What follows belongs to an exercise in optimizing a design on an open flow for small area and a short achievable clock period; a production flow would make more cautious choices.
Only simulation tests tie the RTL to the original design; equivalence was not proved.
No driver is modelled on the clock port, so clocking that relies on it looks cheaper here than on a real chip.
Power is estimated from default activity; no workload was simulated.

## build 27
==> flow/design.v (excerpt) <==
module keyed_permutation #(
    parameter UNIT_WIDTH = 1
    )(
    input wire i_clk,
    input wire [16*UNIT_WIDTH-1:0] i_dat,
    input wire [16*INDEX_WIDTH-1:0] i_key,
    input wire i_inverse,
    output reg [16*UNIT_WIDTH-1:0] o_dat
    );
Size: ~770 cells after synthesis, about 65 flip-flops, roughly 98 I/O pins.
Settings: LEC_CHECK=0, ABC_AREA=1, CAP_MARGIN=20, CORE_MARGIN=2, CORE_UTILIZATION=65, SLEW_MARGIN=20, SYNTH_HIERARCHICAL=1, SYNTH_MINIMUM_KEEP_SIZE=0; clock period 300.0 ns.
standard.sh (not shown) runs the stock make flow with config.mk's settings and CLKGATE_MAP_FILE= SYNTH_SCRIPT=/design/flow/synth_recipe.tcl, a recipe that flattens the netlist after the stock synthesis.
==> flow/flow/run.sh <==
#!/bin/bash
# Layout flow: the standard ORFS flow, with these changes:
#  - synthesis maps with an area-oriented ABC script (flow/abc_map.script)
#  - ports are buffered with the smallest buffer (sky130_fd_sc_hd__buf_1)
#  - the clock tree is built from clkbuf_8 cells, without dummy loads
#  - after clock tree synthesis, input pins are swapped for speed (flow/post_cts.tcl)
# Each tool's output goes to a log file of its own in this folder.
set -euo pipefail
W=$PWD
F=$W/flow
# synthesis script: the standard flow's, with every abc call using our ABC script
{
  echo 'proc abc {args} {'
  echo '  set i [lsearch -exact $args -script]'
  echo "  if {\$i >= 0} { lset args [expr {\$i + 1}] $F/abc_map.script }"
  echo '  yosys abc {*}$args'
  echo '}'
  cat $W/synth_recipe.tcl
} > $W/flow_synth.tcl
# the make command of standard.sh, with our synthesis script
MK=$(grep -m1 '^make ' $W/standard.sh | sed "s|SYNTH_SCRIPT=[^ ]*|SYNTH_SCRIPT=$W/flow_synth.tcl|; s|\"\${@:-finish}\"||")
export BUFFER_PORTS_ARGS="-buffer_cell sky130_fd_sc_hd__buf_1"
export POST_CTS_TCL="$F/post_cts.tcl"
export CTS_ARGS="-sink_clustering_enable -repair_clock_nets -dont_use_dummy_load -buf_list sky130_fd_sc_hd__clkbuf_8 -sink_clustering_size 12 -sink_clustering_max_diameter 50"
eval "$MK finish" > $W/flow_make.log 2>&1
R=$(echo "$MK" | sed -E 's|.*WORK_HOME=([^ ]*).*|\1|')/results/$FLOW_PLATFORM/keyed_permutation/base
: # left out here: write the final layout as DEF
==> flow/flow/abc_map.script <==
strash
&get -n
&deepsyn -T 5
&put
dch
amap -m
topo
==> flow/flow/post_cts.tcl <==
# Sourced by ORFS's cts.tcl after clock tree synthesis (POST_CTS_TCL).
# Swap the commutative input pins of cells so that late signals use the
# faster pins. The margin only makes every path a candidate for the swaps;
# no cell is added, removed or resized.
estimate_parasitics -placement
repair_timing -setup -setup_margin 240 -sequence swap,buffer \
  -skip_gate_cloning -skip_size_down -skip_buffer_removal \
  -skip_last_gasp -skip_vt_swap -skip_crit_vt_swap -verbose
report_design_area
report_worst_slack -max
Build 27 | ERROR | global routing (5_1_grt)
Input changes introduced in build 71 (baseline for comparison: build 27):
diff --git a/flow/flow/post_cts.tcl b/flow/flow/post_cts.tcl
--- a/flow/flow/post_cts.tcl
+++ b/flow/flow/post_cts.tcl
@@ -4,6 +4,6 @@
 # no cell is added, removed or resized.
 estimate_parasitics -placement
-repair_timing -setup -setup_margin 240 -sequence swap,buffer \
-  -skip_gate_cloning -skip_size_down -skip_buffer_removal \
+repair_timing -setup -setup_margin 240 -sequence swap \
+  -skip_gate_cloning -skip_size_down -skip_buffering -skip_buffer_removal \
   -skip_last_gasp -skip_vt_swap -skip_crit_vt_swap -verbose
 report_design_area
Findings:
- Between build 71 and build 27, the cell area after synthesis figures differ only marginally.
- Re synthesized netlist cell count: no difference whatsoever between build 27 and build 71.
- Comparing build 27 against build 71, there is no change at all in area fraction in compound gates after synthesis.
- Summary of build 27 and build 71: one run falls short of a clean finish, namely build 27.
Input changes introduced in build 19 (baseline for comparison: build 71):
diff --git a/flow/flow/run.sh b/flow/flow/run.sh
--- a/flow/flow/run.sh
+++ b/flow/flow/run.sh
@@ -4,5 +4,4 @@
 #  - ports are buffered with the smallest buffer (sky130_fd_sc_hd__buf_1)
 #  - the clock tree is built from clkbuf_8 cells, without dummy loads
-#  - after clock tree synthesis, input pins are swapped for speed (flow/post_cts.tcl)
 # Each tool's output goes to a log file of its own in this folder.
 set -euo pipefail
@@ -21,5 +20,4 @@
 MK=$(grep -m1 '^make ' $W/standard.sh | sed "s|SYNTH_SCRIPT=[^ ]*|SYNTH_SCRIPT=$W/flow_synth.tcl|; s|\"\${@:-finish}\"||")
 export BUFFER_PORTS_ARGS="-buffer_cell sky130_fd_sc_hd__buf_1"
-export POST_CTS_TCL="$F/post_cts.tcl"
 export CTS_ARGS="-sink_clustering_enable -repair_clock_nets -dont_use_dummy_load -buf_list sky130_fd_sc_hd__clkbuf_8 -sink_clustering_size 12 -sink_clustering_max_diameter 50"
 eval "$MK finish" > $W/flow_make.log 2>&1
removed: flow/flow/post_cts.tcl
Findings:
- Build 71 leaves more setup margin than build 19.
- From build 71 to build 19 the numbers moved as follows: setup slack on the worst flop-to-flop path lower; overall power consumption roughly the same; wire length roughly the same.
For build 11, these inputs were changed with respect to build 19:
diff --git a/flow/flow/run.sh b/flow/flow/run.sh
--- a/flow/flow/run.sh
+++ b/flow/flow/run.sh
@@ -3,5 +3,5 @@
 #  - synthesis maps with an area-oriented ABC script (flow/abc_map.script)
 #  - ports are buffered with the smallest buffer (sky130_fd_sc_hd__buf_1)
-#  - the clock tree is built from clkbuf_8 cells, without dummy loads
+#  - the clock tree is built from clkbuf_4 cells under a clkbuf_8 root, without dummy loads
 # Each tool's output goes to a log file of its own in this folder.
 set -euo pipefail
@@ -20,5 +20,5 @@
 MK=$(grep -m1 '^make ' $W/standard.sh | sed "s|SYNTH_SCRIPT=[^ ]*|SYNTH_SCRIPT=$W/flow_synth.tcl|; s|\"\${@:-finish}\"||")
 export BUFFER_PORTS_ARGS="-buffer_cell sky130_fd_sc_hd__buf_1"
-export CTS_ARGS="-sink_clustering_enable -repair_clock_nets -dont_use_dummy_load -buf_list sky130_fd_sc_hd__clkbuf_8 -sink_clustering_size 12 -sink_clustering_max_diameter 50"
+export CTS_ARGS="-sink_clustering_enable -repair_clock_nets -dont_use_dummy_load -buf_list sky130_fd_sc_hd__clkbuf_4 -root_buf sky130_fd_sc_hd__clkbuf_8 -sink_clustering_size 10 -sink_clustering_max_diameter 40"
 eval "$MK finish" > $W/flow_make.log 2>&1
 R=$(echo "$MK" | sed -E 's|.*WORK_HOME=([^ ]*).*|\1|')/results/$FLOW_PLATFORM/keyed_permutation/base
--- outcome ---
Build 11 closes out successfully: all stages finished, all timing, DRC and antenna checks passed. [compare] base=build 19 new=build 11: sum of internal, switching and leakage power held, combinational fraction of design power held, cell area after synthesis held, final period utilization held. Gate count after technology mapping came out exactly the same in build 19 and build 11. From build 19 to build 11, total nets after synthesis did not move at all. Reported for build 19 and build 11, multi-input combinational area share turned out identical to the last digit. Count of sequential standard cells: build 11 vs build 19 — no meaningful difference. The share of total power in the clock network on build 19 is in line with that on build 11.

==> static timing again, ports no longer ideal <==
How much do the figures lean on ideal ports? The routed layouts below were timed once more, with nothing changed but the port constraints. Step 1 sets driving cells, clkbuf_16 on the clock port and buf_2 on the other inputs (assumed; they add their load-dependent delay and slew). Step 2, shift: input delay + t, output delay - t, t = (earliest + latest rising clock arrival at the registers) / 2. This alone moves slack from input paths to output paths. Slacks: ideal / step 1 / step 2; pairs: ideal / step 1.
run	t, ns	slack for setup (ns)	clock arrival spread, ns
build 71	0.372	233.306 / 233.310 / 232.938	0.020 / 0.020
build 19	0.375	232.936 / 232.942 / 232.567	0.021 / 0.022
build 11	0.375	232.936 / 232.942 / 232.567	0.021 / 0.022
After both steps setup and hold are still met in every run listed.
